This design comes from an exercise in tuning for small area and a short achievable clock period on the open sky130 flow, not from production work.
Function was checked by simulation only, so behaviour that the tests miss may differ from the original.
Power and IR drop assume default switching activity.

`design.v`:
```
module output_fifo(
  input              i_clk,
  input  [15:0]      i_we,
  input  [31:0]      i_wdata,
  output [32*16-1:0] o_taps
);
genvar i;
generate
    for (i = 0; i < 128; i = i + 1) begin : g_w
        reg [31:0] w;
    end
    for (i = 0; i < 128; i = i + 1) begin : g_sh
        if (i % 8 == 0) begin : g_wr
            always @(posedge i_clk)
                g_w[i].w <= i_we[i/8] ? i_wdata : g_w[(i+1)%128].w;
        end else begin : g_mv
            always @(posedge i_clk)
                g_w[i].w <= g_w[(i+1)%128].w;
        end
    end
    for (i = 0; i < 16; i = i + 1) begin : g_tap
        assign o_taps[32*i +: 32] = g_w[8*i+4].w;
    end
endgenerate
endmodule
module mulitiplier(
input             i_clk,
input      [31:0] i_data,
input      [31:0] i_datan,     
input      [31:0] i_acc,
output reg [31:0] o_r0,
output reg [31:0] o_r1,
output reg [31:0] o_r2
);
wire pp0 = ~(i_datan[0] | i_datan[1]);
wire pp1 = i_data[0] & i_data[2];
wire pp2 = ~(i_datan[0] | i_datan[3]);
wire pp3 = i_data[0] & i_data[4];
wire pp4 = ~(i_datan[0] | i_datan[5]);
wire pp5 = i_data[0] & i_data[6];
wire pp6 = ~(i_datan[0] | i_datan[7]);
wire pp7 = i_data[0] & i_data[8];
wire pp8 = ~(i_datan[0] | i_datan[9]);
wire pp9 = i_data[0] & i_data[10];
wire pp10 = ~(i_datan[0] | i_datan[11]);
wire pp11 = i_data[0] & i_data[12];
wire pp12 = ~(i_datan[0] | i_datan[13]);
wire pp13 = i_data[0] & i_data[14];
wire pp14 = ~(i_datan[15] | i_datan[0]);
wire pp15 = ~(i_datan[1] | i_datan[2]);
wire pp16 = i_data[1] & i_data[3];
wire pp17 = ~(i_datan[1] | i_datan[4]);
wire pp18 = i_data[1] & i_data[5];
wire pp19 = ~(i_datan[1] | i_datan[6]);
wire pp20 = i_data[1] & i_data[7];
wire pp21 = ~(i_datan[1] | i_datan[8]);
wire pp22 = i_data[1] & i_data[9];
wire pp23 = ~(i_datan[1] | i_datan[10]);
wire pp24 = i_data[1] & i_data[11];
wire pp25 = ~(i_datan[1] | i_datan[12]);
wire pp26 = i_data[1] & i_data[13];
wire pp27 = ~(i_datan[1] | i_datan[14]);
wire pp28 = i_data[15] & i_data[1];
wire pp29 = ~(i_datan[2] | i_datan[3]);
wire pp30 = i_data[2] & i_data[4];
wire pp31 = ~(i_datan[2] | i_datan[5]);
wire pp32 = i_data[2] & i_data[6];
wire pp33 = ~(i_datan[2] | i_datan[7]);
wire pp34 = i_data[2] & i_data[8];
wire pp35 = ~(i_datan[2] | i_datan[9]);
wire pp36 = i_data[2] & i_data[10];
wire pp37 = ~(i_datan[2] | i_datan[11]);
wire pp38 = i_data[2] & i_data[12];
wire pp39 = ~(i_datan[2] | i_datan[13]);
wire pp40 = i_data[2] & i_data[14];
wire pp41 = ~(i_datan[15] | i_datan[2]);
wire pp42 = ~(i_datan[3] | i_datan[4]);
wire pp43 = i_data[3] & i_data[5];
wire pp44 = ~(i_datan[3] | i_datan[6]);
wire pp45 = i_data[3] & i_data[7];
wire pp46 = ~(i_datan[3] | i_datan[8]);
wire pp47 = i_data[3] & i_data[9];
wire pp48 = ~(i_datan[3] | i_datan[10]);
wire pp49 = i_data[3] & i_data[11];
wire pp50 = ~(i_datan[3] | i_datan[12]);
wire pp51 = i_data[3] & i_data[13];
wire pp52 = ~(i_datan[3] | i_datan[14]);
wire pp53 = i_data[15] & i_data[3];
wire pp54 = ~(i_datan[4] | i_datan[5]);
wire pp55 = i_data[4] & i_data[6];
wire pp56 = ~(i_datan[4] | i_datan[7]);
wire pp57 = i_data[4] & i_data[8];
wire pp58 = ~(i_datan[4] | i_datan[9]);
wire pp59 = i_data[4] & i_data[10];
wire pp60 = ~(i_datan[4] | i_datan[11]);
wire pp61 = i_data[4] & i_data[12];
wire pp62 = ~(i_datan[4] | i_datan[13]);
wire pp63 = i_data[4] & i_data[14];
wire pp64 = ~(i_datan[15] | i_datan[4]);
wire pp65 = ~(i_datan[5] | i_datan[6]);
wire pp66 = i_data[5] & i_data[7];
wire pp67 = ~(i_datan[5] | i_datan[8]);
wire pp68 = i_data[5] & i_data[9];
wire pp69 = ~(i_datan[5] | i_datan[10]);
wire pp70 = i_data[5] & i_data[11];
wire pp71 = ~(i_datan[5] | i_datan[12]);
wire pp72 = i_data[5] & i_data[13];
wire pp73 = ~(i_datan[5] | i_datan[14]);
wire pp74 = i_data[15] & i_data[5];
wire pp75 = ~(i_datan[6] | i_datan[7]);
wire pp76 = i_data[6] & i_data[8];
wire pp77 = ~(i_datan[6] | i_datan[9]);
wire pp78 = i_data[6] & i_data[10];
wire pp79 = ~(i_datan[6] | i_datan[11]);
wire pp80 = i_data[6] & i_data[12];
wire pp81 = ~(i_datan[6] | i_datan[13]);
wire pp82 = i_data[6] & i_data[14];
wire pp83 = ~(i_datan[15] | i_datan[6]);
wire pp84 = ~(i_datan[7] | i_datan[8]);
wire pp85 = i_data[7] & i_data[9];
wire pp86 = ~(i_datan[7] | i_datan[10]);
wire pp87 = i_data[7] & i_data[11];
wire pp88 = ~(i_datan[7] | i_datan[12]);
wire pp89 = i_data[7] & i_data[13];
wire pp90 = ~(i_datan[7] | i_datan[14]);
wire pp91 = i_data[15] & i_data[7];
wire pp92 = ~(i_datan[8] | i_datan[9]);
wire pp93 = i_data[8] & i_data[10];
wire pp94 = ~(i_datan[8] | i_datan[11]);
wire pp95 = i_data[8] & i_data[12];
wire pp96 = ~(i_datan[8] | i_datan[13]);
wire pp97 = i_data[8] & i_data[14];
wire pp98 = ~(i_datan[15] | i_datan[8]);
wire pp99 = ~(i_datan[9] | i_datan[10]);
wire pp100 = i_data[9] & i_data[11];
wire pp101 = ~(i_datan[9] | i_datan[12]);
wire pp102 = i_data[9] & i_data[13];
wire pp103 = ~(i_datan[9] | i_datan[14]);
wire pp104 = i_data[15] & i_data[9];
wire pp105 = ~(i_datan[10] | i_datan[11]);
wire pp106 = i_data[10] & i_data[12];
wire pp107 = ~(i_datan[10] | i_datan[13]);
wire pp108 = i_data[10] & i_data[14];
wire pp109 = ~(i_datan[15] | i_datan[10]);
wire pp110 = ~(i_datan[11] | i_datan[12]);
wire pp111 = i_data[11] & i_data[13];
wire pp112 = ~(i_datan[11] | i_datan[14]);
wire pp113 = i_data[15] & i_data[11];
wire pp114 = ~(i_datan[12] | i_datan[13]);
wire pp115 = i_data[12] & i_data[14];
wire pp116 = ~(i_datan[15] | i_datan[12]);
wire pp117 = ~(i_datan[13] | i_datan[14]);
wire pp118 = i_data[15] & i_data[13];
wire pp119 = ~(i_datan[15] | i_datan[14]);
wire pp120 = ~(i_datan[16] | i_datan[17]);
wire pp121 = i_data[16] & i_data[18];
wire pp122 = ~(i_datan[16] | i_datan[19]);
wire pp123 = i_data[16] & i_data[20];
wire pp124 = ~(i_datan[16] | i_datan[21]);
wire pp125 = i_data[16] & i_data[22];
wire pp126 = ~(i_datan[16] | i_datan[23]);
wire pp127 = i_data[16] & i_data[24];
wire pp128 = ~(i_datan[16] | i_datan[25]);
wire pp129 = i_data[16] & i_data[26];
wire pp130 = ~(i_datan[16] | i_datan[27]);
wire pp131 = i_data[16] & i_data[28];
wire pp132 = ~(i_datan[16] | i_datan[29]);
wire pp133 = i_data[16] & i_data[30];
wire pp134 = ~(i_datan[31] | i_datan[16]);
wire pp135 = ~(i_datan[17] | i_datan[18]);
wire pp136 = i_data[17] & i_data[19];
wire pp137 = ~(i_datan[17] | i_datan[20]);
wire pp138 = i_data[17] & i_data[21];
wire pp139 = ~(i_datan[17] | i_datan[22]);
wire pp140 = i_data[17] & i_data[23];
wire pp141 = ~(i_datan[17] | i_datan[24]);
wire pp142 = i_data[17] & i_data[25];
wire pp143 = ~(i_datan[17] | i_datan[26]);
wire pp144 = i_data[17] & i_data[27];
wire pp145 = ~(i_datan[17] | i_datan[28]);
wire pp146 = i_data[17] & i_data[29];
wire pp147 = ~(i_datan[17] | i_datan[30]);
wire pp148 = i_data[31] & i_data[17];
wire pp149 = ~(i_datan[18] | i_datan[19]);
wire pp150 = i_data[18] & i_data[20];
wire pp151 = ~(i_datan[18] | i_datan[21]);
wire pp152 = i_data[18] & i_data[22];
wire pp153 = ~(i_datan[18] | i_datan[23]);
wire pp154 = i_data[18] & i_data[24];
wire pp155 = ~(i_datan[18] | i_datan[25]);
wire pp156 = i_data[18] & i_data[26];
wire pp157 = ~(i_datan[18] | i_datan[27]);
wire pp158 = i_data[18] & i_data[28];
wire pp159 = ~(i_datan[18] | i_datan[29]);
wire pp160 = i_data[18] & i_data[30];
wire pp161 = ~(i_datan[31] | i_datan[18]);
wire pp162 = ~(i_datan[19] | i_datan[20]);
wire pp163 = i_data[19] & i_data[21];
wire pp164 = ~(i_datan[19] | i_datan[22]);
wire pp165 = i_data[19] & i_data[23];
wire pp166 = ~(i_datan[19] | i_datan[24]);
wire pp167 = i_data[19] & i_data[25];
wire pp168 = ~(i_datan[19] | i_datan[26]);
wire pp169 = i_data[19] & i_data[27];
wire pp170 = ~(i_datan[19] | i_datan[28]);
wire pp171 = i_data[19] & i_data[29];
wire pp172 = ~(i_datan[19] | i_datan[30]);
wire pp173 = i_data[31] & i_data[19];
wire pp174 = ~(i_datan[20] | i_datan[21]);
wire pp175 = i_data[20] & i_data[22];
wire pp176 = ~(i_datan[20] | i_datan[23]);
wire pp177 = i_data[20] & i_data[24];
wire pp178 = ~(i_datan[20] | i_datan[25]);
wire pp179 = i_data[20] & i_data[26];
wire pp180 = ~(i_datan[20] | i_datan[27]);
wire pp181 = i_data[20] & i_data[28];
wire pp182 = ~(i_datan[20] | i_datan[29]);
wire pp183 = i_data[20] & i_data[30];
wire pp184 = ~(i_datan[31] | i_datan[20]);
wire pp185 = ~(i_datan[21] | i_datan[22]);
wire pp186 = i_data[21] & i_data[23];
wire pp187 = ~(i_datan[21] | i_datan[24]);
wire pp188 = i_data[21] & i_data[25];
wire pp189 = ~(i_datan[21] | i_datan[26]);
wire pp190 = i_data[21] & i_data[27];
wire pp191 = ~(i_datan[21] | i_datan[28]);
wire pp192 = i_data[21] & i_data[29];
wire pp193 = ~(i_datan[21] | i_datan[30]);
wire pp194 = i_data[31] & i_data[21];
wire pp195 = ~(i_datan[22] | i_datan[23]);
wire pp196 = i_data[22] & i_data[24];
wire pp197 = ~(i_datan[22] | i_datan[25]);
wire pp198 = i_data[22] & i_data[26];
wire pp199 = ~(i_datan[22] | i_datan[27]);
wire pp200 = i_data[22] & i_data[28];
wire pp201 = ~(i_datan[22] | i_datan[29]);
wire pp202 = i_data[22] & i_data[30];
wire pp203 = ~(i_datan[31] | i_datan[22]);
wire pp204 = ~(i_datan[23] | i_datan[24]);
wire pp205 = i_data[23] & i_data[25];
wire pp206 = ~(i_datan[23] | i_datan[26]);
wire pp207 = i_data[23] & i_data[27];
wire pp208 = ~(i_datan[23] | i_datan[28]);
wire pp209 = i_data[23] & i_data[29];
wire pp210 = ~(i_datan[23] | i_datan[30]);
wire pp211 = i_data[31] & i_data[23];
wire pp212 = ~(i_datan[24] | i_datan[25]);
wire pp213 = i_data[24] & i_data[26];
wire pp214 = ~(i_datan[24] | i_datan[27]);
wire pp215 = i_data[24] & i_data[28];
wire pp216 = ~(i_datan[24] | i_datan[29]);
wire pp217 = i_data[24] & i_data[30];
wire pp218 = ~(i_datan[31] | i_datan[24]);
wire pp219 = ~(i_datan[25] | i_datan[26]);
wire pp220 = i_data[25] & i_data[27];
wire pp221 = ~(i_datan[25] | i_datan[28]);
wire pp222 = i_data[25] & i_data[29];
wire pp223 = ~(i_datan[25] | i_datan[30]);
wire pp224 = i_data[31] & i_data[25];
wire pp225 = ~(i_datan[26] | i_datan[27]);
wire pp226 = i_data[26] & i_data[28];
wire pp227 = ~(i_datan[26] | i_datan[29]);
wire pp228 = i_data[26] & i_data[30];
wire pp229 = ~(i_datan[31] | i_datan[26]);
wire pp230 = ~(i_datan[27] | i_datan[28]);
wire pp231 = i_data[27] & i_data[29];
wire pp232 = ~(i_datan[27] | i_datan[30]);
wire pp233 = i_data[31] & i_data[27];
wire pp234 = ~(i_datan[28] | i_datan[29]);
wire pp235 = i_data[28] & i_data[30];
wire pp236 = ~(i_datan[31] | i_datan[28]);
wire pp237 = ~(i_datan[29] | i_datan[30]);
wire pp238 = i_data[31] & i_data[29];
wire pp239 = ~(i_datan[31] | i_datan[30]);
wire t1 = i_acc[10] ^ i_data[21] ^ i_data[5];
wire t2 = (i_acc[10] & i_data[21]) | (i_acc[10] & i_data[5]) | (i_data[21] & i_data[5]);
wire t3 = i_acc[11] ^ pp109;
wire t4 = i_acc[11] & pp109;
wire t5 = i_acc[12] ^ i_data[22] ^ i_data[6];
wire t6 = (i_acc[12] & i_data[22]) | (i_acc[12] & i_data[6]) | (i_data[22] & i_data[6]);
wire t7 = pp10 ^ pp113 ^ pp130;
wire t8 = (pp10 & pp113) | (pp10 & pp130) | (pp113 & pp130);
wire t9 = pp143 ^ pp155;
wire t10 = pp143 & pp155;
wire t11 = i_acc[13] ^ pp11 ^ pp116;
wire t12 = (i_acc[13] & pp11) | (i_acc[13] & pp116) | (pp11 & pp116);
wire t13 = pp131 ^ pp144 ^ pp156;
wire t14 = (pp131 & pp144) | (pp131 & pp156) | (pp144 & pp156);
wire t15 = pp167 ^ pp177;
wire t16 = pp167 & pp177;
wire t17 = i_acc[14] ^ i_data[23] ^ i_data[7];
wire t18 = (i_acc[14] & i_data[23]) | (i_acc[14] & i_data[7]) | (i_data[23] & i_data[7]);
wire t19 = pp118 ^ pp12 ^ pp132;
wire t20 = (pp118 & pp12) | (pp118 & pp132) | (pp12 & pp132);
wire t21 = pp145 ^ pp157 ^ pp168;
wire t22 = (pp145 & pp157) | (pp145 & pp168) | (pp157 & pp168);
wire t23 = pp178 ^ pp187 ^ pp195;
wire t24 = (pp178 & pp187) | (pp178 & pp195) | (pp187 & pp195);
wire t25 = pp238 ^ pp25;
wire t26 = pp238 & pp25;
wire t27 = i_acc[15] ^ pp119 ^ pp13;
wire t28 = (i_acc[15] & pp119) | (i_acc[15] & pp13) | (pp119 & pp13);
wire t29 = pp133 ^ pp146 ^ pp158;
wire t30 = (pp133 & pp146) | (pp133 & pp158) | (pp146 & pp158);
wire t31 = pp169 ^ pp179 ^ pp188;
wire t32 = (pp169 & pp179) | (pp169 & pp188) | (pp179 & pp188);
wire t33 = pp196 ^ pp239 ^ pp26;
wire t34 = (pp196 & pp239) | (pp196 & pp26) | (pp239 & pp26);
wire t35 = pp38 ^ pp49;
wire t36 = pp38 & pp49;
wire t37 = i_acc[16] ^ i_data[24] ^ i_data[8];
wire t38 = (i_acc[16] & i_data[24]) | (i_acc[16] & i_data[8]) | (i_data[24] & i_data[8]);
wire t39 = pp147 ^ pp159 ^ pp170;
wire t40 = (pp147 & pp159) | (pp147 & pp170) | (pp159 & pp170);
wire t41 = pp180 ^ pp189 ^ pp197;
wire t42 = (pp180 & pp189) | (pp180 & pp197) | (pp189 & pp197);
wire t43 = pp204 ^ pp27 ^ pp39;
wire t44 = (pp204 & pp27) | (pp204 & pp39) | (pp27 & pp39);
wire t45 = pp50 ^ pp60;
wire t46 = pp50 & pp60;
wire t47 = i_acc[17] ^ pp160 ^ pp171;
wire t48 = (i_acc[17] & pp160) | (i_acc[17] & pp171) | (pp160 & pp171);
wire t49 = pp181 ^ pp190 ^ pp198;
wire t50 = (pp181 & pp190) | (pp181 & pp198) | (pp190 & pp198);
wire t51 = pp205 ^ pp40;
wire t52 = pp205 & pp40;
wire t53 = i_acc[18] ^ i_data[25] ^ i_data[9];
wire t54 = (i_acc[18] & i_data[25]) | (i_acc[18] & i_data[9]) | (i_data[25] & i_data[9]);
wire t55 = pp172 ^ pp182 ^ pp191;
wire t56 = (pp172 & pp182) | (pp172 & pp191) | (pp182 & pp191);
wire t57 = pp199 ^ pp206;
wire t58 = pp199 & pp206;
wire t59 = i_acc[19] ^ pp183;
wire t60 = i_acc[19] & pp183;
wire t61 = i_acc[20] ^ i_data[10];
wire t62 = i_acc[20] & i_data[10];
wire t63 = i_acc[6] ^ i_data[19] ^ i_data[3];
wire t64 = (i_acc[6] & i_data[19]) | (i_acc[6] & i_data[3]) | (i_data[19] & i_data[3]);
wire t65 = i_acc[7] ^ pp125;
wire t66 = i_acc[7] & pp125;
wire t67 = i_acc[8] ^ i_data[20] ^ i_data[4];
wire t68 = (i_acc[8] & i_data[20]) | (i_acc[8] & i_data[4]) | (i_data[20] & i_data[4]);
wire t69 = pp126 ^ pp139 ^ pp151;
wire t70 = (pp126 & pp139) | (pp126 & pp151) | (pp139 & pp151);
wire t71 = pp162 ^ pp19;
wire t72 = pp162 & pp19;
wire t73 = i_acc[9] ^ pp127 ^ pp140;
wire t74 = (i_acc[9] & pp127) | (i_acc[9] & pp140) | (pp127 & pp140);
wire t75 = pp152 ^ pp163 ^ pp20;
wire t76 = (pp152 & pp163) | (pp152 & pp20) | (pp163 & pp20);
wire t77 = pp218 ^ pp32;
wire t78 = pp218 & pp32;
wire t79 = pp104 ^ pp128 ^ pp141;
wire t80 = (pp104 & pp128) | (pp104 & pp141) | (pp128 & pp141);
wire t81 = pp153 ^ pp164 ^ pp174;
wire t82 = (pp153 & pp164) | (pp153 & pp174) | (pp164 & pp174);
wire t83 = pp21 ^ pp224 ^ pp33;
wire t84 = (pp21 & pp224) | (pp21 & pp33) | (pp224 & pp33);
wire t85 = pp44 ^ pp54;
wire t86 = pp44 & pp54;
wire t87 = pp129 ^ pp142 ^ pp154;
wire t88 = (pp129 & pp142) | (pp129 & pp154) | (pp142 & pp154);
wire t89 = pp165 ^ pp175 ^ pp22;
wire t90 = (pp165 & pp175) | (pp165 & pp22) | (pp175 & pp22);
wire t91 = pp229 ^ pp34 ^ pp45;
wire t92 = (pp229 & pp34) | (pp229 & pp45) | (pp34 & pp45);
wire t93 = pp55 ^ pp9 ^ t2;
wire t94 = (pp55 & pp9) | (pp55 & t2) | (pp9 & t2);
wire t95 = pp166 ^ pp176 ^ pp185;
wire t96 = (pp166 & pp176) | (pp166 & pp185) | (pp176 & pp185);
wire t97 = pp23 ^ pp233 ^ pp35;
wire t98 = (pp23 & pp233) | (pp23 & pp35) | (pp233 & pp35);
wire t99 = pp46 ^ pp56 ^ pp65;
wire t100 = (pp46 & pp56) | (pp46 & pp65) | (pp56 & pp65);
wire t101 = t4 ^ t5 ^ t7;
wire t102 = (t4 & t5) | (t4 & t7) | (t5 & t7);
wire t103 = pp186 ^ pp236 ^ pp24;
wire t104 = (pp186 & pp236) | (pp186 & pp24) | (pp236 & pp24);
wire t105 = pp36 ^ pp47 ^ pp57;
wire t106 = (pp36 & pp47) | (pp36 & pp57) | (pp47 & pp57);
wire t107 = pp66 ^ t10 ^ t11;
wire t108 = (pp66 & t10) | (pp66 & t11) | (t10 & t11);
wire t109 = t13 ^ t15 ^ t6;
wire t110 = (t13 & t15) | (t13 & t6) | (t15 & t6);
wire t111 = pp37 ^ pp48 ^ pp58;
wire t112 = (pp37 & pp48) | (pp37 & pp58) | (pp48 & pp58);
wire t113 = pp67 ^ pp75 ^ t12;
wire t114 = (pp67 & pp75) | (pp67 & t12) | (pp75 & t12);
wire t115 = t14 ^ t16 ^ t17;
wire t116 = (t14 & t16) | (t14 & t17) | (t16 & t17);
wire t117 = t19 ^ t21 ^ t23;
wire t118 = (t19 & t21) | (t19 & t23) | (t21 & t23);
wire t119 = pp59 ^ pp68 ^ pp76;
wire t120 = (pp59 & pp68) | (pp59 & pp76) | (pp68 & pp76);
wire t121 = t18 ^ t20 ^ t22;
wire t122 = (t18 & t20) | (t18 & t22) | (t20 & t22);
wire t123 = t24 ^ t26 ^ t27;
wire t124 = (t24 & t26) | (t24 & t27) | (t26 & t27);
wire t125 = t29 ^ t31 ^ t33;
wire t126 = (t29 & t31) | (t29 & t33) | (t31 & t33);
wire t127 = pp69 ^ pp77 ^ pp84;
wire t128 = (pp69 & pp77) | (pp69 & pp84) | (pp77 & pp84);
wire t129 = t28 ^ t30 ^ t32;
wire t130 = (t28 & t30) | (t28 & t32) | (t30 & t32);
wire t131 = t34 ^ t36 ^ t37;
wire t132 = (t34 & t36) | (t34 & t37) | (t36 & t37);
wire t133 = t39 ^ t41 ^ t43;
wire t134 = (t39 & t41) | (t39 & t43) | (t41 & t43);
wire t135 = pp51 ^ pp61 ^ pp70;
wire t136 = (pp51 & pp61) | (pp51 & pp70) | (pp61 & pp70);
wire t137 = pp78 ^ pp85 ^ t38;
wire t138 = (pp78 & pp85) | (pp78 & t38) | (pp85 & t38);
wire t139 = t40 ^ t42 ^ t44;
wire t140 = (t40 & t42) | (t40 & t44) | (t42 & t44);
wire t141 = t46 ^ t47 ^ t49;
wire t142 = (t46 & t47) | (t46 & t49) | (t47 & t49);
wire t143 = pp212 ^ pp52 ^ pp62;
wire t144 = (pp212 & pp52) | (pp212 & pp62) | (pp52 & pp62);
wire t145 = pp71 ^ pp79 ^ pp86;
wire t146 = (pp71 & pp79) | (pp71 & pp86) | (pp79 & pp86);
wire t147 = pp92 ^ t48 ^ t50;
wire t148 = (pp92 & t48) | (pp92 & t50) | (t48 & t50);
wire t149 = t52 ^ t53 ^ t55;
wire t150 = (t52 & t53) | (t52 & t55) | (t53 & t55);
wire t151 = pp192 ^ pp200 ^ pp207;
wire t152 = (pp192 & pp200) | (pp192 & pp207) | (pp200 & pp207);
wire t153 = pp213 ^ pp63 ^ pp72;
wire t154 = (pp213 & pp63) | (pp213 & pp72) | (pp63 & pp72);
wire t155 = pp80 ^ pp87 ^ pp93;
wire t156 = (pp80 & pp87) | (pp80 & pp93) | (pp87 & pp93);
wire t157 = t54 ^ t56 ^ t58;
wire t158 = (t54 & t56) | (t54 & t58) | (t56 & t58);
wire t159 = i_data[26] ^ pp193 ^ pp201;
wire t160 = (i_data[26] & pp193) | (i_data[26] & pp201) | (pp193 & pp201);
wire t161 = pp208 ^ pp214 ^ pp219;
wire t162 = (pp208 & pp214) | (pp208 & pp219) | (pp214 & pp219);
wire t163 = pp73 ^ pp81 ^ pp88;
wire t164 = (pp73 & pp81) | (pp73 & pp88) | (pp81 & pp88);
wire t165 = pp94 ^ pp99 ^ t60;
wire t166 = (pp94 & pp99) | (pp94 & t60) | (pp99 & t60);
wire t167 = i_acc[21] ^ pp100 ^ pp202;
wire t168 = (i_acc[21] & pp100) | (i_acc[21] & pp202) | (pp100 & pp202);
wire t169 = pp209 ^ pp215 ^ pp220;
wire t170 = (pp209 & pp215) | (pp209 & pp220) | (pp215 & pp220);
wire t171 = pp82 ^ pp89;
wire t172 = pp82 & pp89;
wire t173 = i_acc[22] ^ i_data[11] ^ i_data[27];
wire t174 = (i_acc[22] & i_data[11]) | (i_acc[22] & i_data[27]) | (i_data[11] & i_data[27]);
wire t175 = pp101 ^ pp105 ^ pp210;
wire t176 = (pp101 & pp105) | (pp101 & pp210) | (pp105 & pp210);
wire t177 = pp216 ^ pp221;
wire t178 = pp216 & pp221;
wire t179 = i_acc[23] ^ pp102;
wire t180 = i_acc[23] & pp102;
wire t181 = i_acc[24] ^ i_data[12];
wire t182 = i_acc[24] & i_data[12];
wire t183 = i_acc[2] ^ i_data[17];
wire t184 = i_acc[2] & i_data[17];
wire t185 = i_acc[4] ^ i_data[18] ^ i_data[2];
wire t186 = (i_acc[4] & i_data[18]) | (i_acc[4] & i_data[2]) | (i_data[18] & i_data[2]);
wire t187 = pp122 ^ pp135;
wire t188 = pp122 & pp135;
wire t189 = i_acc[5] ^ pp123 ^ pp136;
wire t190 = (i_acc[5] & pp123) | (i_acc[5] & pp136) | (pp123 & pp136);
wire t191 = pp16 ^ pp184;
wire t192 = pp16 & pp184;
wire t193 = pp124 ^ pp137 ^ pp149;
wire t194 = (pp124 & pp137) | (pp124 & pp149) | (pp137 & pp149);
wire t195 = pp17 ^ pp194 ^ pp29;
wire t196 = (pp17 & pp194) | (pp17 & pp29) | (pp194 & pp29);
wire t197 = pp4 ^ pp74;
wire t198 = pp4 & pp74;
wire t199 = pp138 ^ pp150 ^ pp18;
wire t200 = (pp138 & pp150) | (pp138 & pp18) | (pp150 & pp18);
wire t201 = pp203 ^ pp30 ^ pp5;
wire t202 = (pp203 & pp30) | (pp203 & pp5) | (pp30 & pp5);
wire t203 = pp83 ^ t64 ^ t65;
wire t204 = (pp83 & t64) | (pp83 & t65) | (t64 & t65);
wire t205 = pp211 ^ pp31 ^ pp42;
wire t206 = (pp211 & pp31) | (pp211 & pp42) | (pp31 & pp42);
wire t207 = pp6 ^ pp91 ^ t66;
wire t208 = (pp6 & pp91) | (pp6 & t66) | (pp91 & t66);
wire t209 = t67 ^ t69 ^ t71;
wire t210 = (t67 & t69) | (t67 & t71) | (t69 & t71);
wire t211 = pp43 ^ pp7 ^ pp98;
wire t212 = (pp43 & pp7) | (pp43 & pp98) | (pp7 & pp98);
wire t213 = t68 ^ t70 ^ t72;
wire t214 = (t68 & t70) | (t68 & t72) | (t70 & t72);
wire t215 = t73 ^ t75 ^ t77;
wire t216 = (t73 & t75) | (t73 & t77) | (t75 & t77);
wire t217 = pp8 ^ t1 ^ t74;
wire t218 = (pp8 & t1) | (pp8 & t74) | (t1 & t74);
wire t219 = t76 ^ t78 ^ t79;
wire t220 = (t76 & t78) | (t76 & t79) | (t78 & t79);
wire t221 = t81 ^ t83 ^ t85;
wire t222 = (t81 & t83) | (t81 & t85) | (t83 & t85);
wire t223 = t3 ^ t80 ^ t82;
wire t224 = (t3 & t80) | (t3 & t82) | (t80 & t82);
wire t225 = t84 ^ t86 ^ t87;
wire t226 = (t84 & t86) | (t84 & t87) | (t86 & t87);
wire t227 = t89 ^ t91 ^ t93;
wire t228 = (t89 & t91) | (t89 & t93) | (t91 & t93);
wire t229 = t88 ^ t9 ^ t90;
wire t230 = (t88 & t9) | (t88 & t90) | (t9 & t90);
wire t231 = t92 ^ t95 ^ t97;
wire t232 = (t92 & t95) | (t92 & t97) | (t95 & t97);
wire t233 = t99 ^ t101 ^ t94;
wire t234 = (t99 & t101) | (t99 & t94) | (t101 & t94);
wire t235 = t100 ^ t103 ^ t105;
wire t236 = (t100 & t103) | (t100 & t105) | (t103 & t105);
wire t237 = t8 ^ t96 ^ t98;
wire t238 = (t8 & t96) | (t8 & t98) | (t96 & t98);
wire t239 = t102 ^ t107 ^ t109;
wire t240 = (t102 & t107) | (t102 & t109) | (t107 & t109);
wire t241 = t104 ^ t106 ^ t111;
wire t242 = (t104 & t106) | (t104 & t111) | (t106 & t111);
wire t243 = t25 ^ t108 ^ t110;
wire t244 = (t25 & t108) | (t25 & t110) | (t108 & t110);
wire t245 = t113 ^ t115 ^ t117;
wire t246 = (t113 & t115) | (t113 & t117) | (t115 & t117);
wire t247 = t112 ^ t119 ^ t35;
wire t248 = (t112 & t119) | (t112 & t35) | (t119 & t35);
wire t249 = t114 ^ t116 ^ t118;
wire t250 = (t114 & t116) | (t114 & t118) | (t116 & t118);
wire t251 = t121 ^ t123 ^ t125;
wire t252 = (t121 & t123) | (t121 & t125) | (t123 & t125);
wire t253 = t120 ^ t127 ^ t45;
wire t254 = (t120 & t127) | (t120 & t45) | (t127 & t45);
wire t255 = t122 ^ t124 ^ t126;
wire t256 = (t122 & t124) | (t122 & t126) | (t124 & t126);
wire t257 = t129 ^ t131 ^ t133;
wire t258 = (t129 & t131) | (t129 & t133) | (t131 & t133);
wire t259 = t128 ^ t135 ^ t51;
wire t260 = (t128 & t135) | (t128 & t51) | (t135 & t51);
wire t261 = t130 ^ t132 ^ t134;
wire t262 = (t130 & t132) | (t130 & t134) | (t132 & t134);
wire t263 = t137 ^ t139 ^ t141;
wire t264 = (t137 & t139) | (t137 & t141) | (t139 & t141);
wire t265 = t136 ^ t143 ^ t145;
wire t266 = (t136 & t143) | (t136 & t145) | (t143 & t145);
wire t267 = t57 ^ t138 ^ t140;
wire t268 = (t57 & t138) | (t57 & t140) | (t138 & t140);
wire t269 = t142 ^ t147 ^ t149;
wire t270 = (t142 & t147) | (t142 & t149) | (t147 & t149);
wire t271 = t144 ^ t146 ^ t151;
wire t272 = (t144 & t146) | (t144 & t151) | (t146 & t151);
wire t273 = t153 ^ t155 ^ t59;
wire t274 = (t153 & t155) | (t153 & t59) | (t155 & t59);
wire t275 = t148 ^ t150 ^ t157;
wire t276 = (t148 & t150) | (t148 & t157) | (t150 & t157);
wire t277 = t152 ^ t154 ^ t156;
wire t278 = (t152 & t154) | (t152 & t156) | (t154 & t156);
wire t279 = t159 ^ t161 ^ t163;
wire t280 = (t159 & t161) | (t159 & t163) | (t161 & t163);
wire t281 = t61 ^ t158 ^ t165;
wire t282 = (t61 & t158) | (t61 & t165) | (t158 & t165);
wire t283 = pp95 ^ t160 ^ t162;
wire t284 = (pp95 & t160) | (pp95 & t162) | (t160 & t162);
wire t285 = t164 ^ t167 ^ t169;
wire t286 = (t164 & t167) | (t164 & t169) | (t167 & t169);
wire t287 = t171 ^ t62 ^ t166;
wire t288 = (t171 & t62) | (t171 & t166) | (t62 & t166);
wire t289 = pp225 ^ pp90 ^ pp96;
wire t290 = (pp225 & pp90) | (pp225 & pp96) | (pp90 & pp96);
wire t291 = t168 ^ t170 ^ t172;
wire t292 = (t168 & t170) | (t168 & t172) | (t170 & t172);
wire t293 = t173 ^ t175 ^ t177;
wire t294 = (t173 & t175) | (t173 & t177) | (t175 & t177);
wire t295 = pp106 ^ pp217 ^ pp222;
wire t296 = (pp106 & pp217) | (pp106 & pp222) | (pp217 & pp222);
wire t297 = pp226 ^ pp97 ^ t174;
wire t298 = (pp226 & pp97) | (pp226 & t174) | (pp97 & t174);
wire t299 = t176 ^ t178 ^ t179;
wire t300 = (t176 & t178) | (t176 & t179) | (t178 & t179);
wire t301 = i_data[28] ^ pp103 ^ pp107;
wire t302 = (i_data[28] & pp103) | (i_data[28] & pp107) | (pp103 & pp107);
wire t303 = pp110 ^ pp223 ^ pp227;
wire t304 = (pp110 & pp223) | (pp110 & pp227) | (pp223 & pp227);
wire t305 = pp230 ^ t180 ^ t181;
wire t306 = (pp230 & t180) | (pp230 & t181) | (t180 & t181);
wire t307 = i_acc[25] ^ pp108 ^ pp111;
wire t308 = (i_acc[25] & pp108) | (i_acc[25] & pp111) | (pp108 & pp111);
wire t309 = pp228 ^ pp231;
wire t310 = pp228 & pp231;
wire t311 = i_acc[26] ^ i_data[13] ^ i_data[29];
wire t312 = (i_acc[26] & i_data[13]) | (i_acc[26] & i_data[29]) | (i_data[13] & i_data[29]);
wire t313 = pp112 ^ pp114;
wire t314 = pp112 & pp114;
wire t315 = i_acc[0] ^ i_data[0];
wire t316 = i_acc[0] & i_data[0];
wire t317 = i_data[1] ^ pp0 ^ pp120;
wire t318 = (i_data[1] & pp0) | (i_data[1] & pp120) | (pp0 & pp120);
wire t319 = i_acc[3] ^ pp1 ^ pp121;
wire t320 = (i_acc[3] & pp1) | (i_acc[3] & pp121) | (pp1 & pp121);
wire t321 = pp161 ^ pp41;
wire t322 = pp161 & pp41;
wire t323 = pp15 ^ pp173 ^ pp2;
wire t324 = (pp15 & pp173) | (pp15 & pp2) | (pp173 & pp2);
wire t325 = pp53 ^ t185 ^ t187;
wire t326 = (pp53 & t185) | (pp53 & t187) | (t185 & t187);
wire t327 = pp3 ^ pp64 ^ t186;
wire t328 = (pp3 & pp64) | (pp3 & t186) | (pp64 & t186);
wire t329 = t188 ^ t189 ^ t191;
wire t330 = (t188 & t189) | (t188 & t191) | (t189 & t191);
wire t331 = t190 ^ t192 ^ t193;
wire t332 = (t190 & t192) | (t190 & t193) | (t192 & t193);
wire t333 = t195 ^ t197 ^ t63;
wire t334 = (t195 & t197) | (t195 & t63) | (t197 & t63);
wire t335 = t194 ^ t196 ^ t198;
wire t336 = (t194 & t196) | (t194 & t198) | (t196 & t198);
wire t337 = t199 ^ t201 ^ t203;
wire t338 = (t199 & t201) | (t199 & t203) | (t201 & t203);
wire t339 = t200 ^ t202 ^ t205;
wire t340 = (t200 & t202) | (t200 & t205) | (t202 & t205);
wire t341 = t204 ^ t207 ^ t209;
wire t342 = (t204 & t207) | (t204 & t209) | (t207 & t209);
wire t343 = t206 ^ t211 ^ t208;
wire t344 = (t206 & t211) | (t206 & t208) | (t211 & t208);
wire t345 = t210 ^ t213 ^ t215;
wire t346 = (t210 & t213) | (t210 & t215) | (t213 & t215);
wire t347 = t212 ^ t214 ^ t216;
wire t348 = (t212 & t214) | (t212 & t216) | (t214 & t216);
wire t349 = t217 ^ t219 ^ t221;
wire t350 = (t217 & t219) | (t217 & t221) | (t219 & t221);
wire t351 = t218 ^ t220 ^ t222;
wire t352 = (t218 & t220) | (t218 & t222) | (t220 & t222);
wire t353 = t223 ^ t225 ^ t227;
wire t354 = (t223 & t225) | (t223 & t227) | (t225 & t227);
wire t355 = t224 ^ t226 ^ t229;
wire t356 = (t224 & t226) | (t224 & t229) | (t226 & t229);
wire t357 = t231 ^ t228 ^ t233;
wire t358 = (t231 & t228) | (t231 & t233) | (t228 & t233);
wire t359 = t230 ^ t232 ^ t235;
wire t360 = (t230 & t232) | (t230 & t235) | (t232 & t235);
wire t361 = t237 ^ t234 ^ t239;
wire t362 = (t237 & t234) | (t237 & t239) | (t234 & t239);
wire t363 = t236 ^ t238 ^ t241;
wire t364 = (t236 & t238) | (t236 & t241) | (t238 & t241);
wire t365 = t240 ^ t243 ^ t245;
wire t366 = (t240 & t243) | (t240 & t245) | (t243 & t245);
wire t367 = t242 ^ t247 ^ t244;
wire t368 = (t242 & t247) | (t242 & t244) | (t247 & t244);
wire t369 = t246 ^ t249 ^ t251;
wire t370 = (t246 & t249) | (t246 & t251) | (t249 & t251);
wire t371 = t248 ^ t253 ^ t250;
wire t372 = (t248 & t253) | (t248 & t250) | (t253 & t250);
wire t373 = t252 ^ t255 ^ t257;
wire t374 = (t252 & t255) | (t252 & t257) | (t255 & t257);
wire t375 = t254 ^ t259 ^ t256;
wire t376 = (t254 & t259) | (t254 & t256) | (t259 & t256);
wire t377 = t258 ^ t261 ^ t263;
wire t378 = (t258 & t261) | (t258 & t263) | (t261 & t263);
wire t379 = t260 ^ t265 ^ t262;
wire t380 = (t260 & t265) | (t260 & t262) | (t265 & t262);
wire t381 = t264 ^ t267 ^ t269;
wire t382 = (t264 & t267) | (t264 & t269) | (t267 & t269);
wire t383 = t266 ^ t271 ^ t273;
wire t384 = (t266 & t271) | (t266 & t273) | (t271 & t273);
wire t385 = t268 ^ t270 ^ t275;
wire t386 = (t268 & t270) | (t268 & t275) | (t270 & t275);
wire t387 = t272 ^ t274 ^ t277;
wire t388 = (t272 & t274) | (t272 & t277) | (t274 & t277);
wire t389 = t279 ^ t276 ^ t281;
wire t390 = (t279 & t276) | (t279 & t281) | (t276 & t281);
wire t391 = t278 ^ t280 ^ t283;
wire t392 = (t278 & t280) | (t278 & t283) | (t280 & t283);
wire t393 = t285 ^ t282 ^ t287;
wire t394 = (t285 & t282) | (t285 & t287) | (t282 & t287);
wire t395 = t289 ^ t284 ^ t286;
wire t396 = (t289 & t284) | (t289 & t286) | (t284 & t286);
wire t397 = t291 ^ t293 ^ t288;
wire t398 = (t291 & t293) | (t291 & t288) | (t293 & t288);
wire t399 = t290 ^ t295 ^ t292;
wire t400 = (t290 & t295) | (t290 & t292) | (t295 & t292);
wire t401 = t294 ^ t297 ^ t299;
wire t402 = (t294 & t297) | (t294 & t299) | (t297 & t299);
wire t403 = t296 ^ t301 ^ t303;
wire t404 = (t296 & t301) | (t296 & t303) | (t301 & t303);
wire t405 = t298 ^ t300 ^ t305;
wire t406 = (t298 & t300) | (t298 & t305) | (t300 & t305);
wire t407 = t182 ^ t302 ^ t304;
wire t408 = (t182 & t302) | (t182 & t304) | (t302 & t304);
wire t409 = t307 ^ t309 ^ t306;
wire t410 = (t307 & t309) | (t307 & t306) | (t309 & t306);
wire t411 = pp232 ^ pp234 ^ t308;
wire t412 = (pp232 & pp234) | (pp232 & t308) | (pp234 & t308);
wire t413 = t310 ^ t311 ^ t313;
wire t414 = (t310 & t311) | (t310 & t313) | (t311 & t313);
wire t415 = i_acc[27] ^ pp115 ^ pp235;
wire t416 = (i_acc[27] & pp115) | (i_acc[27] & pp235) | (pp115 & pp235);
wire t417 = t312 ^ t314;
wire t418 = t312 & t314;
wire t419 = i_acc[28] ^ i_data[14] ^ i_data[30];
wire t420 = (i_acc[28] & i_data[14]) | (i_acc[28] & i_data[30]) | (i_data[14] & i_data[30]);
wire t421 = pp117 ^ pp237;
wire t422 = pp117 & pp237;
wire t423 = i_data[15] ^ i_data[16];
wire t424 = i_data[15] & i_data[16];
wire t425 = i_acc[1] ^ pp134 ^ pp14;
wire t426 = (i_acc[1] & pp134) | (i_acc[1] & pp14) | (pp134 & pp14);
wire t427 = pp148 ^ pp28 ^ t183;
wire t428 = (pp148 & pp28) | (pp148 & t183) | (pp28 & t183);
wire t429 = t184 ^ t318 ^ t319;
wire t430 = (t184 & t318) | (t184 & t319) | (t318 & t319);
wire t431 = t320 ^ t322 ^ t323;
wire t432 = (t320 & t322) | (t320 & t323) | (t322 & t323);
wire t433 = t324 ^ t326 ^ t327;
wire t434 = (t324 & t326) | (t324 & t327) | (t326 & t327);
wire t435 = t328 ^ t330 ^ t331;
wire t436 = (t328 & t330) | (t328 & t331) | (t330 & t331);
wire t437 = t332 ^ t334 ^ t335;
wire t438 = (t332 & t334) | (t332 & t335) | (t334 & t335);
wire t439 = t336 ^ t339 ^ t338;
wire t440 = (t336 & t339) | (t336 & t338) | (t339 & t338);
wire t441 = t340 ^ t342 ^ t343;
wire t442 = (t340 & t342) | (t340 & t343) | (t342 & t343);
wire t443 = t344 ^ t346 ^ t347;
wire t444 = (t344 & t346) | (t344 & t347) | (t346 & t347);
wire t445 = t348 ^ t350 ^ t351;
wire t446 = (t348 & t350) | (t348 & t351) | (t350 & t351);
wire t447 = t352 ^ t355 ^ t354;
wire t448 = (t352 & t355) | (t352 & t354) | (t355 & t354);
wire t449 = t356 ^ t359 ^ t358;
wire t450 = (t356 & t359) | (t356 & t358) | (t359 & t358);
wire t451 = t360 ^ t363 ^ t362;
wire t452 = (t360 & t363) | (t360 & t362) | (t363 & t362);
wire t453 = t364 ^ t366 ^ t367;
wire t454 = (t364 & t366) | (t364 & t367) | (t366 & t367);
wire t455 = t368 ^ t370 ^ t371;
wire t456 = (t368 & t370) | (t368 & t371) | (t370 & t371);
wire t457 = t372 ^ t374 ^ t375;
wire t458 = (t372 & t374) | (t372 & t375) | (t374 & t375);
wire t459 = t376 ^ t378 ^ t379;
wire t460 = (t376 & t378) | (t376 & t379) | (t378 & t379);
wire t461 = t383 ^ t380 ^ t382;
wire t462 = (t383 & t380) | (t383 & t382) | (t380 & t382);
wire t463 = t384 ^ t387 ^ t386;
wire t464 = (t384 & t387) | (t384 & t386) | (t387 & t386);
wire t465 = t388 ^ t391 ^ t390;
wire t466 = (t388 & t391) | (t388 & t390) | (t391 & t390);
wire t467 = t392 ^ t395 ^ t394;
wire t468 = (t392 & t395) | (t392 & t394) | (t395 & t394);
wire t469 = t396 ^ t399 ^ t401;
wire t470 = (t396 & t399) | (t396 & t401) | (t399 & t401);
wire t471 = t403 ^ t400 ^ t402;
wire t472 = (t403 & t400) | (t403 & t402) | (t400 & t402);
wire t473 = t404 ^ t407 ^ t406;
wire t474 = (t404 & t407) | (t404 & t406) | (t407 & t406);
wire t475 = t408 ^ t411 ^ t413;
wire t476 = (t408 & t411) | (t408 & t413) | (t411 & t413);
wire t477 = t415 ^ t412 ^ t414;
wire t478 = (t415 & t412) | (t415 & t414) | (t412 & t414);
wire t479 = t416 ^ t419 ^ t421;
wire t480 = (t416 & t419) | (t416 & t421) | (t419 & t421);
wire t481 = i_acc[29] ^ t420;
wire t482 = i_acc[29] & t420;
always @(posedge i_clk) begin
    o_r0 <= {i_acc[31], t482, t480, t478, t476, t474, t472, t470, t468, t466, t464, t462, t460, t458, t456, t454, t452, t450, t448, t446, t444, t442, t440, t438, t436, t434, t432, t430, t428, t426, t424, t423};
    o_r1 <= {1'b0, i_acc[30], t481, t479, t477, t475, t473, t471, t469, t467, t465, t463, t461, t459, t457, t455, t453, t451, t449, t447, t445, t443, t441, t439, t437, t435, t433, t431, t429, t427, t425, i_data[31]};
    o_r2 <= {1'b0, 1'b0, t422, t418, t417, t410, t409, t405, t398, t397, t393, t389, t385, t381, t377, t373, t369, t365, t361, t357, t353, t349, t345, t341, t337, t333, t329, t325, t321, t317, t316, t315};
end
endmodule
module output_ctrl(
input         i_clk,
input         i_rst_n,
input         i_done,         
input         i_busy,
output        o_fire,
output [3:0]  o_oj,
input  [29:0] i_rd,
input         i_cap,
input  [29:0] i_sum,
output [31:0] o_data,
output reg    o_data_valid,
input         i_data_ready
);
reg         act;                
reg  [6:0]  rc;                 
reg  [6:0]  ooff;               
reg         fe;                 
reg  [29:0] od;
wire        xfer = o_data_valid & i_data_ready & ~fe;    
assign      o_fire = act & ~o_data_valid & ~fe & ~i_busy & (ooff[2:0] == 3'd0);
assign      o_oj   = ooff[6:3];
always @(posedge i_clk) begin
    if (!i_rst_n) begin
        act          <= 1'b0;
        rc           <= 7'd0;
        ooff         <= 7'd123;
        fe           <= 1'b0;
        o_data_valid <= 1'b0;
    end else begin
        fe <= o_fire;
        if (fe)
            o_data_valid <= 1'b1;
        else if (xfer) begin
            o_data_valid <= 1'b0;
            rc <= rc + 7'd1;
            if (rc == 7'd127)
                act <= 1'b0;
        end
        if (!xfer)
            ooff <= ooff - 7'd1;
        if (i_done) begin
            act          <= 1'b1;
            o_data_valid <= 1'b1;
        end
    end
    od <= fe ? i_rd : i_cap ? i_sum : od;
end
assign o_data = {od[29], od[29], od};
endmodule
module fft_computer(
input        i_clk,
input        i_rst_n,
input        i_data_valid,
input [31:0] i_data,
output       o_data_ready,
output       o_data_valid,
output [31:0]o_data,
input        i_data_ready
);
assign o_data_ready = 1'b1;
wire [31:0] din = {i_data[31], i_data[30:16] ^ {15{i_data[31]}},
                   i_data[15], i_data[14:0]  ^ {15{i_data[15]}}};
reg  [31:0] dl [1:7];
reg  [7:1]  dv;
wire [7:0]  dva = {dv, i_data_valid};    
reg [8:0]  pc;                  
reg [6:0]  off;                 
wire       take = (|dva) & (off[2:0] == 3'd0);
wire [7:0] old;                 
genvar k;
generate
    for (k = 0; k < 8; k = k + 1) begin : g_old
        if (k == 7) begin : g_top
            assign old[k] = dva[k];
        end else begin : g_low
            assign old[k] = dva[k] & ~(|dva[7:k+1]);
        end
    end
endgenerate
reg [31:0] psel;
integer m;
always @(*) begin
    psel = din & {32{old[0]}};
    for (m = 1; m < 8; m = m + 1)
        psel = psel | (dl[m] & {32{old[m]}});
end
wire [8:0] pc_n  = take ? pc + 9'd1 : pc;
wire [6:0] off_n = take ? off : off - 7'd1;
wire       busy  = (off_n[2:0] == 3'd0) & (pc_n[8:7] != 2'd0);    
wire       fire;                
wire [3:0] oj;                  
reg        go1, cap1, racc;
reg [3:0]  j1;
reg [15:0] rsel;                
reg [31:0] pd, pdn;             
always @(posedge i_clk) begin
    dl[1] <= din;
    for (m = 2; m < 8; m = m + 1)
        dl[m] <= dl[m-1];
    if (!i_rst_n) begin
        dv   <= 7'd0;
        pc   <= 9'd0;
        off  <= 7'd124;
        go1  <= 1'b0;
        cap1 <= 1'b0;
        racc <= 1'b0;
        rsel <= 16'd0;
    end else begin
        dv <= dva[6:0] & ~(old[6:0] & {7{take}});
        pc   <= pc_n;
        off  <= off_n;
        go1  <= take;
        cap1 <= take & (pc == 9'd384);
        racc <= busy;
        rsel <= busy ? (16'd1 << off_n[6:3]) : fire ? (16'd1 << oj) : 16'd0;
    end
    j1 <= off[6:3];
    pd  <= psel;
    pdn <= ~psel;
end
wire [32*16-1:0] rtap;           
reg  [31:0]      rdm;
always @(*) begin
    rdm = 32'd0;
    for (m = 0; m < 16; m = m + 1)
        rdm = rdm | (rtap[32*m +: 32] & {32{rsel[m]}});
end
reg  [31:0]      rd;             
always @(posedge i_clk)
    rd <= rdm & {32{racc}};
wire [31:0] pr0, pr1, pr2;      
mulitiplier mult (
    .i_clk(i_clk),
    .i_data(pd),
    .i_datan(pdn),
    .i_acc(rd),
    .o_r0(pr0),
    .o_r1(pr1),
    .o_r2(pr2)
);
wire [31:0] cx = pr0 ^ pr1 ^ pr2;
wire [31:0] cy = {(pr0[30:0] & pr1[30:0]) | (pr0[30:0] & pr2[30:0]) | (pr1[30:0] & pr2[30:0]), 1'b0};
wire [15:0] slo_w;
wire        c16_w;
adder16 add_lo (
    .i_a(cx[15:0]),
    .i_b(cy[15:0]),
    .i_c(1'b0),
    .o_s(slo_w),
    .o_c(c16_w)
);
reg        go2, go3, cap2, cap3;
reg [3:0]  j2, j3;
reg [15:0] slo, xhi, yhi;
reg        c16;
always @(posedge i_clk) begin
    go2  <= i_rst_n & go1;
    cap2 <= i_rst_n & cap1;
    j2   <= j1;
    go3  <= i_rst_n & go2;
    cap3 <= i_rst_n & cap2;
    j3   <= j2;
    slo  <= slo_w;
    c16  <= c16_w;
    xhi  <= cx[31:16];
    yhi  <= cy[31:16];
end
wire [15:0] shi;
adder16 add_hi (
    .i_a(xhi),
    .i_b(yhi),
    .i_c(c16),
    .o_s(shi),
    .o_c()
);
wire [31:0] sum = {shi, slo};
wire [15:0] we = go3 ? (16'd1 << j3) : 16'd0;
output_fifo ring (
    .i_clk(i_clk),
    .i_we(we),
    .i_wdata(sum),
    .o_taps(rtap)
);
output_ctrl ctrl (
    .i_clk(i_clk),
    .i_rst_n(i_rst_n),
    .i_done(take & (pc == 9'd511)),
    .i_busy(busy),
    .o_fire(fire),
    .o_oj(oj),
    .i_rd(rdm[31:2]),
    .i_cap(cap3),
    .i_sum(sum[31:2]),
    .o_data(o_data),
    .o_data_valid(o_data_valid),
    .i_data_ready(i_data_ready)
);
endmodule
module adder16(
input  [15:0] i_a,
input  [15:0] i_b,
input         i_c,
output [15:0] o_s,
output        o_c
);
wire [15:0] g [0:4];
wire [15:0] p [0:4];
wire [15:0] h = i_a ^ i_b;
assign g[0] = (i_a & i_b) | {15'd0, h[0] & i_c};
assign p[0] = h;
genvar l, i;
generate
    for (l = 0; l < 4; l = l + 1) begin : g_lvl
        for (i = 0; i < 16; i = i + 1) begin : g_bit
            if (i >= (1 << l)) begin : g_op
                assign g[l+1][i] = g[l][i] | (p[l][i] & g[l][i-(1<<l)]);
                assign p[l+1][i] = p[l][i] & p[l][i-(1<<l)];
            end else begin : g_pass
                assign g[l+1][i] = g[l][i];
                assign p[l+1][i] = p[l][i];
            end
        end
    end
endgenerate
assign o_s = h ^ {g[4][14:0], i_c};
assign o_c = g[4][15];
endmodule
```
`flow/run.sh`:
```
#!/bin/bash
# The standard layout, except that the port buffers are buf_2 cells rather
# than the delay cells buffer_ports picks by default.  Every port still gets
# its buffer.  make's full output goes to flow.log; ORFS keeps each step's log
# under orfs/logs/.
set -euo pipefail
export BUFFER_PORTS_ARGS="-buffer_cell sky130_fd_sc_hd__buf_2"
bash ./standard.sh > flow.log 2>&1
```
`standard.sh`:
```
#!/bin/bash
# synth_recipe.tcl (not shown) runs the flow's synth.tcl, then flattens the netlist and writes it again
# the make line also repeats each setting of config.mk as NAME=value (left out here)
make -C /OpenROAD-flow-scripts/flow DESIGN_CONFIG=/design/flow/config.mk WORK_HOME=/design/flow/orfs CLKGATE_MAP_FILE= SYNTH_SCRIPT=/design/flow/synth_recipe.tcl "${@:-finish}"
```
`config.mk`:
```
export PLATFORM = sky130hd
export DESIGN_NAME = fft_computer
export DESIGN_NICKNAME = fft_computer
export VERILOG_FILES = /design/flow/design.v
export SDC_FILE = /design/flow/constraint.sdc
export NUM_CORES = 4
export LEC_CHECK = 0
export CAP_MARGIN = 20
export CORE_MARGIN = 2
export CORE_UTILIZATION = 70
export CTS_CLUSTER_DIAMETER = 80
export CTS_CLUSTER_SIZE = 25
export SLEW_MARGIN = 20
```
`constraint.sdc`:
```
create_clock -name core_clock -period 10.0 [get_ports {i_clk}]
set_input_delay 2.0000 -clock core_clock [delete_from_list [all_inputs] [get_ports {i_clk}]]
set_output_delay 2.0000 -clock core_clock [all_outputs]
set_load 0.01 [all_outputs]
```
==> run_results.csv, run 1 <==
group,metric,value,unit
run_status,outcome,"timing/DRC/antenna clean",
clocking,clkLatencyLatePin,0.88,ns
worst_setup_path,path_cells,"buf_2",
worst_hold_path,worstHoldEndpoint,"ring.g_w[45].w[3]",
detailed_routing,routed_wirelength,251000,µm
sta,fmax,0.284,GHz
floorplanning,dieHeight,411,µm
worst_hold_path,worstHoldStart,"ring.g_w[46].w[3]",
synthesis,synth_seq_area_share,80.9,%
detailed_routing,num_vias,54982,
pwr,leakage,51.2,nW
sta,finalWorstSetupSlack,6.48,ns
global_route,met1_usage,44.1,%
pwr,ir_drop,0.236,mV
global_route,antenna_found_initial,12,
floorplanning,core.rowCount,149,
synthesis,synthFlopType,"dfxtp_1",
clocking,htreeDepth,4,
synthesis,yosys-top-cells-count,"dfxtp_1, nand2_1, inv_1, fa_1, clkbuf_1",
clocking,max-clock-path-buffers,3,
worst_setup_path,cp_slowest_cell,"edfxtp_1",
finish,drive_gt1_share,7.77,%
flow_run,maxCapViolCount,0,
floorplanning,io_pins,70,
synthesis,synth.most_common_cell,"dfxtp_1",
global_route,met2_usage,47.1,%
finish,area_delta_synth_final,7.48,%
clocking,ctsHoldBuffers,0,
sta,final-hold-violation-count,0,
synthesis,yosys.area.top_type,"dfxtp_1",
worst_setup_path,endpoint_kind,"output pin",
worst_setup_path,r2r_start,"pd[15]",
global_route,grt_max_degree,69,
detailed_routing,ant_nets,0,
detailed_routing,wl_per_cell,24.3,µm
synthesis,synth_edf_count,30,
synthesis,synthTopCellsByArea,"dfxtp_1, fa_1, nand2_1",
worst_setup_path,r2r_cells,10,
pwr,clkPwrFrac,28.6,%
floorplanning,dieArea,0.169,mm²
worst_setup_path,crit_required,8.00,ns
worst_setup_path,path_max_fanout,1,
pwr,p_int,24.3,mW
worst_setup_path,worstPathArrival,1.52,ns
sta,finalCritPeriodShare,35.2,%
floorplanning,start_util,70.3,%
global_route,first_global_vias,55575,
global_route,met3_usage,3.82,%
detailed_routing,drc,0,
placed_design,dp_slack,5.95,ns
synthesis,synth_top_area_share,80.1,%
worst_setup_path,r2r_slack,6.53,ns
synthesis,synth.distinct_cells,78,
worst_setup_path,path_buf_inv,1,
clocking,cts_sinks,4663,
worst_hold_path,hp-class,"reg2reg",
global_route,grt_use_total,29.8,%
placed_design,hpwl,147000,µm
synthesis,ys_ff_latch,4663,
clocking,numCtsBuffers,208,
worst_hold_path,hold_depth,0,
placed_design,portBuffers,68,
global_route,grt-ovfl-total,0,
pwr,power_frac_seq,61.1,%
sta,clock_skew,0.0493,ns
synthesis,synth.avg_cell_area,14.5,µm²
detailed_routing,drtIter0Drc,4427,
clocking,post_cts_buffers,0,
detailed_routing,drtPass1Iterations,6,
sta,finalSetupViolCount,0,
placed_design,routabilityCongestion,0.860,
global_route,grt_pass1_wl,365000,µm
worst_setup_path,r2r_end,"mult.o_r1[15]",
synthesis,netlist_instances,7988,
finish,final_nets,8413,
detailed_routing,viasPerCell,5.34,
worst_setup_path,crit_type,"reg2out",
synthesis,yosysWarnings,6,
sta,rsz0062_at_grt,"false",
sta,period_minus_slack,3.52,ns
pwr,p_sw_share,25.5,%
worst_setup_path,crit_family,"flip-flops",
global_route,grt-busiest-layer,"met2",
synthesis,synth_fp_nets,8336,
clocking,cts_root_buf,"clkbuf_16",
floorplanning,coreArea,0.165,mm²
clocking,ctsResizeCount,0,
sta,slew_headroom,20.1,%
sta,drv_slew,0,
finish,instances_no_fill,10303,
pwr,p_switching,8.32,mW
worst_setup_path,max_stage_delay,0.48,ns
sta,setup_tns,0,ns
clocking,clk_pin_slew_worst_paths,0.09,ns
synthesis,syn_area,0.116,mm²
pwr,pwr-share-comb,10.3,%
synthesis,synth-async-reset-ratio,0,%
floorplanning,die_x,411,µm
worst_setup_path,start_kind,"flop",
pwr,p_per_area,262,mW/mm²
clocking,cts_tree,"yes",
sta,worst_slew_pin_slew,1.20,ns
placed_design,dp_cells,10044,
worst register-to-register path: stages (launching register included):
cell and delay (ns):
dfxtp_1 0.47, and2_1 0.26, fa_1 0.54, inv_1 0.06, fa_1 0.57, inv_1 0.07, fa_1 0.47, inv_1 0.05
fa_1 0.35, inv_1 0.09, fa_1 0.41
per-layer routing:
layer / vias to the layer above / wire, µm / part of all wire [%]
li1: 25613 / - / -
met1: 27634 / 116000 / 46
met2: 1377 / 115000 / 46
met3: 358 / 13400 / 5.3
met4: 0 / 5820 / 2.3
met5: - / 0 / 0
cell type report:
| class | instances | area (µm²) |
|---|---|---|
| Timing Repair Buffer | 137 | 858 |
| Inverter | 293 | 1100 |
| Multi-Input combinational cell | 2762 | 20300 |
| Tap cell | 2189 | 2740 |
| Fill cell | 9898 | 40200 |
| Antenna cell | 5 | 12.5 |
| Clock buffer | 232 | 5380 |
| Sequential cell | 4663 | 93700 |
| Clock inverter | 22 | 363 |
how the worst max path moves through the flow:
stage	end	startpoint	slack, ns	depth (start not counted)
2_1_floorplan	pd[10]	i_data[15]	6.34	5
3_3_place_gp	rsel[12]	i_data_valid	6.03	7
3_5_place_dp	rsel[10]	i_data_valid	5.95	7
4_1_cts	o_data[28]	ctrl.od[28]	6.39	1
5_1_grt	o_data[28]	ctrl.od[28]	6.39	1
6_report	o_data[20]	ctrl.od[20]	6.48	1
cell families (layout without fill, tap and decap cells):
group,count (synthesis),after routing,share of synthesized area [%]
muxes,156,156,1.49
AOI/OAI and AO/OA,735,735,4.53
other,1,6,0.00324
xor gates and xnor gates,75,75,0.567
adders and majority gates,312,312,4.95
DFF,4663,4663,80.9
buffers and inverters,563,684,1.84
and+or+nand+nor,1483,1483,5.74
metrics by stage:
stage          instance area (µm²)  total power, mW  utilization [%]  hold slack, ns
4_1_cts                     124000             32.7             75.6           0.297
3_5_place_dp                119000             23.7             72.1           0.312
2_1_floorplan               116000             22.1                -           0.310
5_1_grt                     124000             33.7             75.6           0.302
6_report                    124000             32.6             75.6           0.295
3_3_place_gp                119000             23.6             72.1           0.310
power groups by stage:
stage	clock (mW)	combinational, mW	sequential, mW
floorplan	0	2.25	19.9
global placement	0	3.30	20.3
detailed placement	0	3.37	20.3
CTS	9.38	3.39	19.9
global route	10.0	3.74	20.0
finish	9.30	3.36	19.9
flip-flops by register name, summed over array words and instances, names as in the netlist, 9 cells and up:
name and flops:
dl 224, mult.o_r1 31, rd 32, mult.o_r0 32, pc 9, rsel 16
xhi 16, mult.o_r2 30, ctrl.od 30, pdn 32, slo 16, yhi 16
pd 32, ring.g_w.w 4096
cells in the final DEF, fill, tap and decap left out, types with 91 or more instances in the layout:
cell,netlist,final
a22o_1,91,91
clkbuf_16,0,211
mux2_2,134,134
nand2_1,832,820
fa_1,244,244
a22oi_1,168,168
nor2_1,205,196
o21ai_0,223,223
dfxtp_1,4633,4614
inv_1,293,293
==> run 2: changes to the inputs <==
==> flow/run.sh (replaced) <==
#!/bin/bash
# The standard layout, except that the port buffers are buf_2 cells rather
# than the delay cells buffer_ports picks by default (every port still gets
# its buffer), and clock tree synthesis adds no dummy loads.  make's full
# output goes to flow.log; ORFS keeps each step's log under orfs/logs/.
set -euo pipefail
export BUFFER_PORTS_ARGS="-buffer_cell sky130_fd_sc_hd__buf_2"
export CTS_ARGS="-sink_clustering_enable -repair_clock_nets -sink_clustering_size 25 -sink_clustering_max_diameter 80 -dont_use_dummy_load"
bash ./standard.sh > flow.log 2>&1
==> run 2 against run 1 <==
Count of clock-buffer cells in the layout fell by 24. First-iteration DRC count up 1.7%. Routed wire length shrank 0.14%. Combinational power about the same. Clock skew grew 0.055 ns. Non-clock buffer count unchanged. Via count about the same. Register-to-register slack hardly changed. Global-route usage about the same. Critical endpoint is now o_data[28]. Largest cell class unchanged.
==> run_results.csv, run 2 <==
group,metric,value,unit
clocking,htreeDepth,4,
floorplanning,dieArea,0.169,mm²
worst_setup_path,cp_slowest_cell,"edfxtp_1",
synthesis,synthFlopType,"dfxtp_1",
floorplanning,io_pins,70,
clocking,max-clock-path-buffers,3,
synthesis,synth_fp_nets,8336,
clocking,post_cts_buffers,0,
floorplanning,die_x,411,µm
clocking,ctsHoldBuffers,0,
pwr,p_per_area,260,mW/mm²
sta,finalCritPeriodShare,35.2,%
worst_setup_path,crit_required,8.00,ns
worst_setup_path,path_max_fanout,1,
worst_setup_path,crit_family,"flip-flops",
worst_setup_path,crit_path_start,"ctrl.od[28]",
clocking,clkLatencyLatePin,0.86,ns
sta,clock_skew,0.105,ns
floorplanning,dieHeight,411,µm
worst_setup_path,endpoint_kind,"output pin",
worst_setup_path,max_stage_delay,0.47,ns
sta,rsz0062_at_grt,"false",
global_route,met3_usage,3.90,%
synthesis,synth.most_common_cell,"dfxtp_1",
floorplanning,start_util,70.3,%
synthesis,synth_top_area_share,80.1,%
global_route,first_global_vias,55464,
worst_setup_path,r2r_end,"mult.o_r1[15]",
global_route,grt-busiest-layer,"met2",
synthesis,netlist_instances,7988,
synthesis,yosys.area.top_type,"dfxtp_1",
synthesis,synth_edf_count,30,
synthesis,syn_area,0.116,mm²
synthesis,synth_seq_area_share,80.9,%
synthesis,synth.avg_cell_area,14.5,µm²
clocking,numCtsBuffers,208,
placed_design,routabilityCongestion,0.860,
worst_setup_path,path_buf_inv,1,
detailed_routing,num_vias,54994,
worst_setup_path,crit_end,"o_data[28]",
synthesis,yosysWarnings,6,
sta,final-hold-violation-count,0,
sta,whs,0.265,ns
worst_setup_path,start_kind,"flop",
pwr,leakage,51.0,nW
sta,finalSetupViolCount,0,
synthesis,synthTopCellsByArea,"dfxtp_1, fa_1, nand2_1",
detailed_routing,drtPass1Iterations,7,
finish,final_cell_mix,"dfxtp_1, nand2_1, inv_1",
detailed_routing,drc,0,
sta,period_minus_slack,3.52,ns
placed_design,hpwl,147000,µm
placed_design,portBuffers,68,
floorplanning,coreArea,0.165,mm²
finish,largest_register_ffs,4096,
finish,drive_gt1_share,7.48,%
run_status,outcome,"timing/DRC/antenna clean",
sta,fmax,0.284,GHz
global_route,grt_max_degree,69,
worst_setup_path,worstPathArrival,1.52,ns
finish,regMostFlops,"ring.g_w.w",
sta,slew_headroom,20.7,%
synthesis,ys_ff_latch,4663,
detailed_routing,drtIter0Drc,4503,
sta,worst_slew_pin_slew,1.19,ns
sta,setup_tns,0,ns
clocking,clk_pin_slew_worst_paths,0.09,ns
global_route,met1_usage,44.0,%
finish,area_delta_synth_final,7.01,%
global_route,grt_pass1_wl,364000,µm
clocking,cts_tree,"yes",
global_route,grt-ovfl-total,0,
synthesis,synth.distinct_cells,78,
floorplanning,core.rowCount,149,
detailed_routing,viasPerCell,5.36,
flow_run,maxCapViolCount,0,
global_route,antenna_found_initial,16,
worst_setup_path,r2r_slack,6.52,ns
finish,final_nets,8413,
global_route,met2_usage,47.1,%
worst_hold_path,hp-class,"reg2reg",
finish,top_regs,"ring.g_w.w (4096), dl (224)",
detailed_routing,routed_wirelength,250000,µm
worst_setup_path,path_cells,"buf_2",
pwr,ir_drop,0.240,mV
finish,mostFrequentLayoutCell,"dfxtp_1",
global_route,grt_use_total,29.7,%
synthesis,synth-async-reset-ratio,0,%
detailed_routing,ant_nets,0,
clocking,ctsResizeCount,0,
synthesis,yosys-top-cells-count,"dfxtp_1, nand2_1, inv_1, fa_1, clkbuf_1",
worst_setup_path,crit_cells,1,
sta,drv_slew,0,
worst_setup_path,r2r_cells,10,
clocking,cts_sinks,4663,
worst_setup_path,r2r_start,"pd[15]",
worst_setup_path,crit_type,"reg2out",
detailed_routing,wl_per_cell,24.4,µm
clocking,cts_root_buf,"clkbuf_16",
==> run 2: cell types whose count changed in the layout (fill, tap and decap cells not counted) <==
cell and delta:
inv_16 -1, clkbuf_8 -2, inv_6 -5, clkinv_16 -5
clkinv_8 -7, clkbuf_1 -19, clkbuf_16 -3, clkinv_4 -1
clkinv_2 -2, inv_12 -1, diode_2 -3
==> run 2: logic make-up (layout without fill, tap and decap cells) <==
logic type               Yosys count  after routing  synth area share (%)
AO/OA/AOI/OAI                    735            735                  4.53
adder cells (fa/ha/maj)          312            312                  4.95
flip-flops                      4663           4663                  80.9
AND/OR/NAND/NOR                 1483           1483                  5.74
multiplexers                     156            156                  1.49
XOR/XNOR                          75             75                 0.567
buffers and inverters            563            638                  1.84
other                              1              3               0.00324
==> run 2: how the worst min path moves through the flow <==
stage / slack, ns / start / end / cells past startpoint
global route: 0.27 / ring.g_w[29].w[3] / ring.g_w[28].w[3] / 0
detailed placement: 0.31 / ring.g_w[101].w[27] / ring.g_w[100].w[27] / 0
global placement: 0.31 / ring.g_w[88].w[1] / ring.g_w[87].w[1] / 0
finish: 0.26 / ring.g_w[29].w[7] / ring.g_w[28].w[7] / 0
CTS: 0.27 / ring.g_w[119].w[7] / ring.g_w[118].w[7] / 0
floorplan: 0.31 / j1[0] / j2[0] / 0
==> run 2: power by group <==
part | leakage [nW] | total [mW] | internal (mW) | switching (mW)
clock | 2.56 | 8.94 | 3.71 | 5.23
combinational | 10.7 | 3.36 | 1.18 | 2.18
sequential | 37.7 | 19.9 | 19.2 | 0.704
total | 51.0 | 32.2 | 24.1 | 8.12
==> run 2: layout make-up <==
class	count	area, µm²
Multi-Input combinational cell	2762	20300
Fill cell	9919	40700
Sequential cell	4663	93700
Tap cell	2189	2740
Antenna cell	2	5.00
Timing Repair Buffer	137	858
Inverter	293	1100
Clock buffer	208	5200
==> run 2: layer usage <==
metal	routed length, µm	vias to the layer above
met5	0	-
met4	5720	0
met3	13200	361
met2	115000	1414
met1	117000	27642
li1	-	25577
==> run 2: through the flow <==
step	utilization (%)	instance area, µm²	total power, mW	setup WS [ns]	instances
after floorplan	-	116000	22.1	6.34	7988
after global placement	72.1	119000	23.6	6.03	10044
after detailed placement	72.1	119000	23.7	5.95	10044
after CTS	75.3	124000	32.3	6.39	10252
after global routing	75.3	124000	33.4	6.40	10252
final	75.3	124000	32.2	6.48	10254

[static timing again, ports no longer ideal]
The results above use ideal ports. As a check the final layouts listed here were re-extracted and re-timed, cells and wires unchanged.
Step 1 sets driving cells, clkbuf_16 on the clock port and buf_2 on the other inputs (assumed; they add their load-dependent delay and slew).
Step 2, shift: input delay + t, output delay - t, t = (earliest + latest rising clock arrival at the registers) / 2. This alone moves slack from input paths to output paths.
Three values: ideal, step 1, step 2; two values: the first two.
run | t (ns) | slack for setup (ns) | latest minus earliest clock arrival (ns) | worst data-port slew with drivers (ns)
run 1 | 0.935 | 6.479 / 6.394 / 5.957 | 0.061 / 0.061 | 0.05
run 2 | 0.893 | 6.484 / 6.402 / 5.951 | 0.110 / 0.110 | 0.06
After both steps setup and hold are still met in every run listed. The setup slack of run 2, which loses most, moves by -0.082 ns with the drivers and by -0.533 ns with both steps.
